Background: an optimization exercise with open tools, aiming at a short achievable clock period and few clock cycles. Do not read the settings as production practice.
Only simulation tests tie the RTL to the original design; equivalence was not proved.

--- design/flow/design.v ---
module register (
    a,
    b,
    clk,
    en,
    reset
);
  parameter n = 5;
  output reg [n-1:0] b;
  input wire [n-1:0] a;
  input wire clk;
  input wire en;
  input wire reset;
  always @(posedge clk, posedge reset) begin
    if (reset) b <= 0;
    else if (en == 1'b1) begin
      b <= a;
    end
  end
endmodule
module registerfile(c10,readselect1,readselect2,writeselect,inp,outp1,outp2,dbg_select,dbg_outp,clk,reset);
	input wire c10,clk,reset;input wire[1:0]readselect1,readselect2,writeselect;
	input wire [7:0]inp;
	output wire [7:0]outp1,outp2;
	input wire [1:0] dbg_select;
	output wire [7:0] dbg_outp;
	reg [7:0] c [0:3];
	integer i;
	always @(posedge clk , posedge reset) begin
		if (reset) begin
			for(i=0 ; i<4 ; i=i+1) begin
				c[i] <= 8'd0;
			end
		end
		else begin
			if (c10==1'b1)
				c[writeselect] <= inp;
		end
	end
	assign outp1 = c[readselect1];
	assign outp2 = c[readselect2];
	assign dbg_outp = c[dbg_select];
endmodule
module flag_calculator (
    output wire negative,
    output wire zero,
    input wire [7:0] ALU_RESULT
);
  assign negative = ALU_RESULT[7];
  assign zero = ~|ALU_RESULT;
endmodule
module full_adder (
    output wire s,
    output wire cout,
    input  wire a,
    input  wire b,
    input  wire c
);
  assign s = a ^ b ^ c;
  assign cout = (a & b) | (b & c) | (a & c);
endmodule
module adder_sub (
    output wire [7:0] result,
    output wire carry,
    output wire overflow,
    input wire [7:0] X,
    input wire [7:0] Y,
    input wire sub
);
  wire [8:0] carrys;
  assign carrys[0] = sub;
  full_adder FA0 (
      .s(result[0]),
      .cout(carrys[1]),
      .a(X[0]),
      .b(Y[0] ^ sub),
      .c(carrys[0])
  );
  full_adder FA1 (
      .s(result[1]),
      .cout(carrys[2]),
      .a(X[1]),
      .b(Y[1] ^ sub),
      .c(carrys[1])
  );
  full_adder FA2 (
      .s(result[2]),
      .cout(carrys[3]),
      .a(X[2]),
      .b(Y[2] ^ sub),
      .c(carrys[2])
  );
  full_adder FA3 (
      .s(result[3]),
      .cout(carrys[4]),
      .a(X[3]),
      .b(Y[3] ^ sub),
      .c(carrys[3])
  );
  full_adder FA4 (
      .s(result[4]),
      .cout(carrys[5]),
      .a(X[4]),
      .b(Y[4] ^ sub),
      .c(carrys[4])
  );
  full_adder FA5 (
      .s(result[5]),
      .cout(carrys[6]),
      .a(X[5]),
      .b(Y[5] ^ sub),
      .c(carrys[5])
  );
  full_adder FA6 (
      .s(result[6]),
      .cout(carrys[7]),
      .a(X[6]),
      .b(Y[6] ^ sub),
      .c(carrys[6])
  );
  full_adder FA7 (
      .s(result[7]),
      .cout(carrys[8]),
      .a(X[7]),
      .b(Y[7] ^ sub),
      .c(carrys[7])
  );
  assign carry = carrys[8];
  assign overflow = carrys[7] ^ carrys[8];
endmodule
module shifter (
    output reg [7:0] result,
    output reg shiftout,
    input wire [7:0] X,
    input wire R
);
  always @(*) begin
    if (R == 1'b0) begin
      result   <= X << 1;
      shiftout <= X[7];
    end else begin
      result   <= X >> 1;
      shiftout <= X[0];
    end
  end
endmodule
module ALU (
    output reg [7:0] ALU_RESULT,
    output reg [3:0] ALU_FLAGS,
    input wire [7:0] X,
    input wire [7:0] Y,
    input wire ALU_SELECT1,
    input wire ALU_SELECT0
);
  wire [7:0] s1, s2;
  wire s3, s4, s5;
  shifter SH (
      .result(s1),
      .shiftout(s3),
      .X(X),
      .R(ALU_SELECT0)
  );
  adder_sub AS (
      .result(s2),
      .carry(s4),
      .overflow(s5),
      .X(X),
      .Y(Y),
      .sub(ALU_SELECT0)
  );
  wire flag_negative, flag_zero;
  flag_calculator FC (
      .negative(flag_negative),
      .zero(flag_zero),
      .ALU_RESULT(ALU_RESULT)
  );
  always @(*) begin
    ALU_RESULT = 8'b0;
    ALU_FLAGS  = 4'b0000;
    case (ALU_SELECT1)
      1'b0: begin
        ALU_RESULT   = s1;   
        ALU_FLAGS[3] = s3;   
        ALU_FLAGS[2] = 1'b0;   
      end
      1'b1: begin
        ALU_RESULT   = s2;   
        ALU_FLAGS[3] = s4;   
        ALU_FLAGS[2] = s5;   
      end
    endcase
    ALU_FLAGS[1] = flag_negative;
    ALU_FLAGS[0] = flag_zero;
  end
endmodule
module opCodeDecoder(
   Y,
   Inp,
   En
);
	output wire [26:0]Y;
   input wire [7:0] Inp;
   wire [15:0]I;
   input wire En;
   reg [26:0]reg_Y;
	assign I[15:0] = {Inp,8'b00000000} ;
   assign Y = reg_Y;
   always @(I or En)
	begin
      reg_Y = 23'b0;  
      if (En == 1'b1)
		begin
			reg_Y[23] = I[11];
			reg_Y[24] = I[10];
			reg_Y[25] = I[9];
			reg_Y[26] = I[8];
         case (I[15:12])
            4'b0000: reg_Y[0] = 1'b1;
				4'b0001: begin
               case (I[9:8])
						2'b00: reg_Y[1] = 1'b1;
                  2'b01: reg_Y[2] = 1'b1;
                  2'b10: reg_Y[3] = 1'b1;
                  2'b11: reg_Y[4] = 1'b1;
               endcase
            end
            4'b0010: reg_Y[5] = 1'b1;
            4'b0011: reg_Y[6] = 1'b1;
            4'b0100: reg_Y[7] = 1'b1;
            4'b0101: reg_Y[8] = 1'b1;
            4'b0110: reg_Y[9] = 1'b1;
            4'b0111: reg_Y[10] = 1'b1;
            4'b1000: reg_Y[11] = 1'b1;
            4'b1001: reg_Y[12] = 1'b1;
            4'b1010: reg_Y[13] = 1'b1;
            4'b1011: reg_Y[14] = 1'b1;
				4'b1100: begin
               case (I[9:8])
                  2'b00: reg_Y[15] = 1'b1;
                  2'b01: reg_Y[16] = 1'b1;
                  default: ;
               endcase
            end
            4'b1101: reg_Y[17] = 1'b1;
            4'b1110: reg_Y[18] = 1'b1;
            4'b1111: begin
               case (I[9:8])
                  2'b00: reg_Y[19] = 1'b1;
                  2'b01: reg_Y[20] = 1'b1;
                  2'b10: reg_Y[21] = 1'b1;
                  2'b11: reg_Y[22] = 1'b1;
               endcase
            end
            default: ;
         endcase
      end
   end
endmodule
module control(
	output reg c1,    
	output reg c2,    
	output reg c3,    
	output reg c4,    
	output reg c5,    
	output reg c6,    
	output reg c7,    
	output reg c8,   
	output reg c9,    
	output reg c10,   
	output reg c11,   
	output reg c12,   
	output reg c13,   
	output reg c14,   
	output reg c15,   
	output reg c16,   
	output reg c17,   
	output reg c18,   
	input wire [26:0]inp,  
	input wire [3:0]flags  
);
	localparam NOOP = 23'b00000000000000000000001;
	localparam INPUTC = 23'b00000000000000000000010;
	localparam INPUTCF = 23'b00000000000000000000100;
	localparam INPUTD = 23'b00000000000000000001000;
	localparam INPUTDF = 23'b00000000000000000010000;
	localparam MOVE = 23'b00000000000000000100000;
	localparam LOADI_LOADP = 23'b00000000000000001000000;
	localparam ADD = 23'b00000000000000010000000;
	localparam ADDI = 23'b00000000000000100000000;
	localparam SUB = 23'b00000000000001000000000;
	localparam SUBI = 23'b00000000000010000000000;
	localparam LOAD = 23'b00000000000100000000000;
	localparam LOADF = 23'b00000000001000000000000;
	localparam STORE = 23'b00000000010000000000000;
	localparam STOREF = 23'b00000000100000000000000;
	localparam SHIFTL = 23'b00000001000000000000000;
	localparam SHIFTR = 23'b00000010000000000000000;
	localparam CMP = 23'b00000100000000000000000;
	localparam JUMP = 23'b00001000000000000000000;
	localparam BRE_BRZ = 23'b00010000000000000000000;
	localparam BRNE_BRNZ = 23'b00100000000000000000000;
	localparam BRG = 23'b01000000000000000000000;
	localparam BRGE = 23'b10000000000000000000000;
	reg B1, B2, B3, B4;
	always@(inp, flags)
	begin
		{c1, c2, c3, c4, c5, c6, c7, c8, c9, c10, c11, c12, c13, c14, c15, c16, c17, c18} = 18'b0;
		B1 = flags[0];
		B2 = ~flags[0];
		B3 = (~flags[0])&(flags[1] ~^ flags[2]);
		B4 = flags[1] ~^ flags[2];
		case(inp[22:0])
			NOOP : c3 = 1'b1;
			INPUTC : begin
				c1 = 1'b1;
				c3 = 1'b1;
				c15 = 1'b1;
			end
			INPUTCF : begin
				c1 = 1'b1;
				c3 = 1'b1;
				c4 = inp[23];
				c5 = inp[24];
				c11 = 1'b1;
				c12 = 1'b1;
			end
			INPUTD : begin
				c3 = 1'b1;
				c15 = 1'b1;
				c16 = 1'b1;
				c17 = 1'b1;
			end
			INPUTDF : begin
				c3 = 1'b1;
				c4 = inp[23];
				c5 = inp[24];
				c11 = 1'b1;
				c12 = 1'b1;
				c16 = 1'b1;
				c17 = 1'b1;
			end
			MOVE : begin
				c3 = 1'b1;
				c4 = inp[25];
				c5 = inp[26];
				c8 = inp[23];
				c9 = inp[24];
				c10 = 1'b1;
				c11 = 1'b1;
				c12 = 1'b1;
			end
			LOADI_LOADP : begin
				c3 = 1'b1;
				c8 = inp[23];
				c9 = inp[24];
				c10 = 1'b1;
				c15 = 1'b1;
			end
			ADD : begin
				c3 = 1'b1;
				c4 = inp[23];
				c5 = inp[24];
				c6 = inp[25];
				c7 = inp[26];
				c8 = inp[23];
				c9 = inp[24];
				c10 = 1'b1;
				c12 = 1'b1;
				c14 = 1'b1;
			end
			ADDI : begin
				c3 = 1'b1;
				c4 = inp[23];
				c5 = inp[24];
				c8 = inp[23];
				c9 = inp[24];
				c10 = 1'b1;
				c11 = 1'b1;
				c12 = 1'b1;
				c14 = 1'b1;
			end
			SUB : begin
				c3 = 1'b1;
				c4 = inp[23];
				c5 = inp[24];
				c6 = inp[25];
				c7 = inp[26];
				c8 = inp[23];
				c9 = inp[24];
				c10 = 1'b1;
				c12 = 1'b1;
				c13 = 1'b1;
				c14 = 1'b1;
			end
			SUBI : begin
				c3 = 1'b1;
				c4 = inp[23];
				c5 = inp[24];
				c8 = inp[23];
				c9 = inp[24];
				c10 = 1'b1;
				c11 = 1'b1;
				c12 = 1'b1;
				c13 = 1'b1;
				c14 = 1'b1;
			end
			LOAD : begin
				c3 = 1'b1;
				c8 = inp[23];
				c9 = inp[24];
				c10 = 1'b1;
				c15 = 1'b1;
				c18 = 1'b1;
			end
			LOADF : begin
				c3 = 1'b1;
				c4 = inp[25];
				c5 = inp[26];
				c8 = inp[23];
				c9 = inp[24];
				c10 = 1'b1;
				c11 = 1'b1;
				c12 = 1'b1;
				c18 = 1'b1;
			end
			STORE : begin
				c3 = 1'b1;
				c6 = inp[23];
				c7 = inp[24];
				c15 = 1'b1;
				c17 = 1'b1;
			end
			STOREF : begin
				c3 = 1'b1;
				c4 = inp[25];
				c5 = inp[26];
				c6 = inp[23];
				c7 = inp[24];
				c11 = 1'b1;
				c12 = 1'b1;
				c17 = 1'b1;
			end
			SHIFTL : begin
				c3 = 1'b1;
				c4 = inp[23];
				c5 = inp[24];
				c8 = inp[23];
				c9 = inp[24];
				c10 = 1'b1;
				c14 = 1'b1;
			end
			SHIFTR : begin
				c3 = 1'b1;
				c4 = inp[23];
				c5 = inp[24];
				c8 = inp[23];
				c9 = inp[24];
				c10 = 1'b1;
				c13 = 1'b1;
				c14 = 1'b1;
			end
			CMP : begin
				c3 = 1'b1;
				c4 = inp[23];
				c5 = inp[24];
				c6 = inp[25];
				c7 = inp[26];
				c12 = 1'b1;
				c13 = 1'b1;
				c14 = 1'b1;
			end
			JUMP : begin
				c2 = 1'b1;
				c3 = 1'b1;
			end
			BRE_BRZ : begin
				c2 = B1;
				c3 = 1'b1;
			end
			BRNE_BRNZ : begin
				c2 = B2;
				c3 = 1'b1;
			end
			BRG : begin
				c2 = B3;
				c3 = 1'b1;
			end
			BRGE : begin
				c2 = B4;
				c3 = 1'b1;
			end
			default : begin
				c1 = 1'b0;
				c2 = 1'b0;
				c3 = 1'b0;
				c4 = 1'b0;
				c5 = 1'b0;
				c6 = 1'b0;
				c7 = 1'b0;
				c8 = 1'b0;
				c9 = 1'b0;
				c10 = 1'b0;
				c11 = 1'b0;
				c12 = 1'b0;
				c13 = 1'b0;
				c14 = 1'b0;
				c15 = 1'b0;
				c16 = 1'b0;
				c17 = 1'b0;
				c18 = 1'b0;
			end
		endcase
	end
endmodule
module PC_updatelogic(currentaddress,offset,outp0,outp1);
	input wire [5:0] currentaddress,offset;
	output wire [5:0] outp0,outp1;
	assign outp0 = currentaddress + 5'b00001 ;
	assign outp1 = currentaddress + 5'b00001 + offset;
endmodule
module codememory_sort(c1,readselect,writeselect,inp,outp,clk,reset,ld_we,ld_addr,ld_data);
	input wire c1,clk,reset;input wire[5:0]readselect,writeselect;
	input wire [15:0]inp;
	output wire [15:0]outp;
	input wire ld_we;
	input wire [5:0] ld_addr;
	input wire [15:0] ld_data;
	reg [15:0] c [0:63];
	always @(posedge clk) begin
		if (reset) begin
			if (ld_we == 1'b1)
				c[ld_addr] <= ld_data;
		end
		else begin
			if(c1==1'b1)
				c[writeselect] <= inp;
		end
	end
	assign outp = c[readselect];
endmodule
module datamemory_sort(c17,readselect,writeselect,inp,outp,clk,reset,ld_we,ld_addr,ld_data,dbg_addr,dbg_outp);
	input wire c17,clk,reset;input wire[3:0]readselect,writeselect;
	input wire [7:0]inp;
	output wire [7:0]outp;
	input wire ld_we;
	input wire [3:0] ld_addr;
	input wire [7:0] ld_data;
	input wire [3:0] dbg_addr;
	output wire [7:0] dbg_outp;
	reg [7:0] c_o [0:15];
	always @(posedge clk) begin
		if (reset) begin
			if (ld_we == 1'b1)
				c_o[ld_addr] <= ld_data;
		end
		else begin
			if (c17==1'b1)
				c_o[writeselect] <= inp;
		end
	end
	assign outp = c_o[readselect];
	assign dbg_outp = c_o[dbg_addr];
endmodule
module CPU (
    input wire clk,
    input wire [15:0] switches,
    input wire reset,
    input wire ld_we,
    input wire ld_code,
    input wire [5:0] ld_addr,
    input wire [15:0] ld_data,
    input wire [4:0] rd_addr,
    output wire [7:0] rd_data,
    output wire halted
);
  wire [7:0] datamem_outp;
  wire [7:0] datamem_dbg;
  wire c1, c2, c3, c4, c5, c6, c7, c8, c9, c10, c11, c12, c13, c14, c15, c16, c17, c18;
  wire [15:0] instruction;
  wire [ 5:0] cm_writeselect;
  wire [ 5:0] pc;
  codememory_sort cm (
      .c1(c1),
      .readselect(pc),
      .writeselect(cm_writeselect),
      .inp(switches),
      .outp(instruction),
      .clk(clk),
      .reset(reset),
      .ld_we(ld_we & ld_code),
      .ld_addr(ld_addr),
      .ld_data(ld_data)
  );
  wire [26:0] control_in;
  opCodeDecoder op (
      .Y (control_in),
      .Inp (instruction[15:8]),
      .En(1'b1)
  );
  wire [3:0] ALU_flags;
  control ctrl (
      .inp(control_in),
      .flags(ALU_flags),
      .c1(c1),
      .c2(c2),
      .c3(c3),
      .c4(c4),
      .c5(c5),
      .c6(c6),
      .c7(c7),
      .c8(c8),
      .c9(c9),
      .c10(c10),
      .c11(c11),
      .c12(c12),
      .c13(c13),
      .c14(c14),
      .c15(c15),
      .c16(c16),
      .c17(c17),
      .c18(c18)
  );
  wire [7:0] regfile_inp;
  wire [7:0] regfile_outp1, regfile_outp2, regfile_dbg;
  registerfile rf (
      .c10(c10),
      .readselect1({c4, c5}),
      .readselect2({c6, c7}),
      .writeselect({c8, c9}),
      .inp(regfile_inp),
      .outp1(regfile_outp1),
      .outp2(regfile_outp2),
      .dbg_select(rd_addr[1:0]),
      .dbg_outp(regfile_dbg),
      .clk(clk),
      .reset(reset)
  );
  wire [7:0] ALU_outp;
  wire [3:0] ALU_f;
  ALU alu (
      .X(regfile_outp1),
      .Y((c11) ? instruction[7:0] : regfile_outp2),
      .ALU_SELECT1(c12),
      .ALU_SELECT0(c13),
      .ALU_RESULT(ALU_outp),
      .ALU_FLAGS(ALU_f)
  );
  register fr (
      .a(ALU_f),
      .b(ALU_flags),
      .clk(clk),
      .en(c14),
      .reset(reset)
  );
  defparam fr.n=4;
  wire [7:0] ALU_res_MUX;
  assign ALU_res_MUX = (c15) ? instruction[7:0] : ALU_outp;
  assign cm_writeselect = ALU_res_MUX[5:0];
  assign regfile_inp = (c18) ? datamem_outp : ALU_res_MUX;
  datamemory_sort dm (
      .c17(c17),
      .readselect(ALU_res_MUX[3:0]),
      .writeselect(ALU_res_MUX[3:0]),
      .inp((c16) ? switches[7:0] : regfile_outp2),
      .outp(datamem_outp),
      .clk(clk),
      .reset(reset),
      .ld_we(ld_we & ~ld_code),
      .ld_addr(ld_addr[3:0]),
      .ld_data(ld_data[7:0]),
      .dbg_addr(rd_addr[3:0]),
      .dbg_outp(datamem_dbg)
  );
  wire [5:0] pc_out1, pc_out2;
  PC_updatelogic pcu (
      .currentaddress(pc),
      .offset(instruction[5:0]),
      .outp0(pc_out1),
      .outp1(pc_out2)
  );
  register pcr (
      .a((c2) ? pc_out2 : pc_out1),
      .b(pc),
      .clk(clk),
      .en(c3),
      .reset(reset)
  );
  defparam pcr.n=6;
  assign halted = c2 & (instruction[5:0] == 6'b111111);
  assign rd_data = (rd_addr[4] == 1'b0) ? datamem_dbg :
                   (rd_addr[3:2] == 2'b00) ? regfile_dbg :
                   (rd_addr[3:0] == 4'b0100) ? {4'b0000, ALU_flags} : 8'b00000000;
endmodule
--- design/flow/run.sh ---
#!/bin/bash
# synth_recipe.tcl (not shown) runs the flow's synth.tcl, then flattens the netlist and writes it again
# the make line also repeats each setting of config.mk as NAME=value (left out here)
make -C /OpenROAD-flow-scripts/flow DESIGN_CONFIG=/design/flow/config.mk WORK_HOME=/design/flow/orfs CLKGATE_MAP_FILE= SYNTH_SCRIPT=/design/flow/synth_recipe.tcl finish
--- design/flow/config.mk ---
export PLATFORM = sky130hd
export DESIGN_NAME = CPU
export DESIGN_NICKNAME = CPU
export VERILOG_FILES = /design/flow/design.v
export SDC_FILE = /design/flow/constraint.sdc
export NUM_CORES = 4
export LEC_CHECK = 0
export CAP_MARGIN = 20
export CORE_MARGIN = 2
export CORE_UTILIZATION = 40
export PLACE_DENSITY = 0.6
export SLEW_MARGIN = 20
--- design/flow/constraint.sdc ---
create_clock -name core_clock -period 9.0 [get_ports {clk}]
set_input_delay 1.8000 -clock core_clock [delete_from_list [all_inputs] [get_ports {clk}]]
set_output_delay 1.8000 -clock core_clock [all_outputs]
set_load 0.01 [all_outputs]
==> impl_results.md <==
- Data required, critical path: between 9000 and 10000 ps
- Clk slew on worst S/H paths: 60 ps
- Port Buffers: 55
- Vias in the first global route: approximately 27000
- Core box area: ~120000 sq um
- Die Span X: about 360 um
- Initial Utilization: 0.404
- Period Utilization, post-route: 0.954
- Die area: 128000 sq um
- Ports: between 50 and 60
- Min cycle time layout: ~8600 ps
- HP Class: reg2reg
- Top area cells in the synthesized netlist: edfxtp_1 69%, mux4_2 16%, mux2i_1 2.1%
- Max clock buf depth: 3
- # setup viols final: 0
- Max-slew violations: 0
- ANT nets after route: 0
- Async SR Flop Fraction: 0.0352
- Setup TNS: 0 ps
- Root buffer cell: clkbuf_16
- Share of the synthesized area in the top cell type: 0.691
- Cts bufs inserted: 120
- DRT iter0 DRCs: 3109
- #FFs+latches synth: 1194
- Crit end category: register
- CTS H-tree lvls: 3
- Setup crit start kind: register
- CTS sink cnt: about 1200
- Status: no timing/DRC/antenna violations
- Initial antenna violation count: 3
- Max Cap Viol: 0
- Gr ovfl total: 0
- Synth Warn #: 10
- Via density: approximately 5.9
- Sequential fraction of the synthesis area: 0.712
- Nets: roughly 2900
- FP Rows: approximately 130
- Critical path class: reg2reg
- Least-Margin Pin Slew: 1180 ps
- Fmax: approximately 120 MHz
- Total wire length: between 100000 and 150000 um
- Die Y: 358 um
- Number of synthesized flops with an enable pin: roughly 1200
- RSZ-0062 raised after global routing: no
- Critical Path AT: 8990 ps
- DRC: 0
- GRT Total Usage: 0.213
- Netlist cell types: 83
- Worst Path Max Fanout: 21
- WL/cell: 30.1 um
- Footprint of the multi-input gates: 13700 sq um
- Drt first pass iters: 7
- GP Congestion: 0.965
- Fillers: slightly above 10000
- Max-slew headroom: 0.204
- Synthesized Nets: roughly 2600
- Post-layout util: 0.466
- Fraction of layout cells with a size suffix above 1: 0.296
- Synth Area per Inst: around 20 sq um
- Cts repair resizes: 0
- Min Hold Slack: between 500 and 600 ps
- Post-detail-place hpwl: between 80000 and 90000 um
- Predominant post-synthesis flop cell: edfxtp_1
- First-pass GRT wire length: between 150000 and 200000 um
- Vias: between 20000 and 30000
- Yosys top cell by area: edfxtp_1
- Sequential standard cell area: ~36000 sq um
- Final hold violation count: 0
- Area grow syn2layout: 15.3%
- CTS tree: built
- Largest net degree at the start of global routing: 65
- Clock latency on the worst-skew pair: 720 ps
- Syn Std Cell Area: roughly 50000 sq um
- Post-Syn Instances: 2546
- Setup Skew: 29.8 ps
## per-layer routing
layer  share of wire  global-route usage
met4           0.035              0.0682
met1            0.41               0.303
met5               0                   0
met3           0.081              0.0371
met2            0.47               0.336
## path summary, 6_finish.rpt
kind	from	to	slack, ps	cells past startpoint
setup / recovery	pcr.b[0]	cm.c[28][6]	420	27
hold / removal	rf.c[1][5]	rf.c[1][5]	560	1
setup reg to reg	pcr.b[0]	cm.c[28][6]	420	27
hold reg to reg	rf.c[1][5]	rf.c[1][5]	560	1
max in group asynchronous	reset	pcr.b[1]	6670	3
min in group asynchronous	reset	rf.c[2][7]	1860	3
## cell type report
class / count / share of cell area
sequential: 1194 / 0.618
multi-input combinational: 1198 / 0.237
clock buffer: 137 / 0.0531
timing repair buffer: 268 / 0.0401
tap: 1637 / 0.0355
clock inverter: 86 / 0.0150
inverter: 21 / 0.00137
antenna: 3 / 0.000130
## kinds of logic after synthesis
family / after synthesis / share of synthesized area
simple gates: 379 / 0.0337
compound gates: 261 / 0.0364
mux: 526 / 0.194
buf+inv: 154 / 0.0162
fa+ha+maj: 14 / 0.00470
xor+xnor: 18 / 0.00315
flops: 1194 / 0.712
## timing repair
action                                 CTS  global route
hold buffers                             0             0
endpoints found under the hold margin    0             0
setup endpoints to repair                0            93
setup buffers                            0             1
## synth_stat cells, drive strengths merged, types with 3 or more instances
| library cell | instances |
|---|---|
| nor2b | 13 |
| xnor2 | 15 |
| o21ai | 54 |
| ha | 6 |
| inv | 21 |
| o211a | 4 |
| xor2 | 3 |
| and2 | 11 |
| a221oi | 12 |
| nand2b | 7 |
| or2 | 5 |
| edfxtp | 1152 |
| a221o | 3 |
| dfrtp | 42 |
| nand2 | 106 |
| and3 | 5 |
| o221ai | 3 |
| o2111ai | 5 |
| fa | 8 |
| nand4 | 5 |
| a21boi | 3 |
| nor3b | 3 |
| a21o | 6 |
| a31oi | 14 |
| o21a | 5 |
| a2bb2oi | 3 |
| a211o | 6 |
| a21oi | 56 |
| nor4 | 5 |
| mux4 | 348 |
| buf | 88 |
| o22a | 3 |
| mux2 | 71 |
| nor3 | 17 |
| o22ai | 10 |
| nand3 | 27 |
| o211ai | 9 |
| nor2 | 164 |
| clkbuf | 45 |
| mux2i | 107 |
| a211oi | 5 |
| a22oi | 44 |
## state kept, by name, indices dropped and copies added (netlist names)
| register | count |
|---|---|
| fr.b | 4 |
| rf.c | 32 |
| cm.c | 1024 |
| pcr.b | 6 |
| dm.c_o | 128 |
## cell usage in the layout (no fill, tap or decap), types with 13 or more instances in the layout
master           synthesis  final
clkdlybuf4s50_1          0     53
nor2_2                   0     22
mux2_2                  67     65
nor2b_1                 13     13
bufinv_16                0     14
buf_4                   20    200
clkinv_1                 0     33
mux4_2                 348    348
dfrtp_1                 42     37
buf_12                   0     14
a21oi_1                 55     55
a31oi_1                 13     13
nand2_1                105    105
inv_1                   19     19
nor2_1                 163    141
clkbuf_16                0    120
clkinv_2                 0     20
clkbuf_1                44     17
mux2i_1                106    106
edfxtp_1              1152   1152
o21ai_0                 51     51
xnor2_1                 15     15
a22oi_1                 44     44
nor3_1                  17     15
nand3_1                 27     27
## through the flow
stage               worst slack (ps)  cell area, sq um  instances
finish                           417             57700       4544
global route                    17.0             57700       4541
floorplan                       1220             50100       2546
detailed placement               355             53800       4317
CTS                              352             57700       4540
global placement                 385             53800       4317
## worst max-delay path, stage by stage (launching register included)
cell,delay (ps)
dfrtp_4,600
buf_12,250
buf_4,380
mux4_2,570
mux4_2,550
o21ai_0,520
o21a_1,360
o22a_1,230
buf_4,230
a211oi_1,110
nor3b_1,270
a21oi_1,150
fa_1,440
inv_1,100
fa_1,170
inv_1,60
fa_1,450
fa_1,420
inv_1,80
fa_1,380
nand2_1,70
o221a_2,210
a21oi_1,90
mux2_2,290
nor2_1,240
nand2_1,310
nor2_1,390
buf_4,310
Testbench counts, summed over its fixed seeds: cycles 37,776.

-- afterwards: timing with drivers on the ports --
No port has a modelled driver above. Below, the same layout with a new extraction and two added sets of constraints. Step 1 assumes that a clkbuf_16 drives the clock port and a buf_2 every other input. Step 2, shift: input delay + t, output delay - t, t = (earliest + latest rising clock arrival at the registers) / 2. This alone moves slack from input paths to output paths. Three values: ideal ports, drivers, drivers and shift; two values: the first two.
t (ns): 0.782
setup slack, ns: 0.417 / 0.417 / 0.417
pins driven straight from the clock port: 1
After both steps setup and hold are still met in this run. The setup slack of this run moves by 0.000 ns with the drivers and by 0.000 ns with both steps.
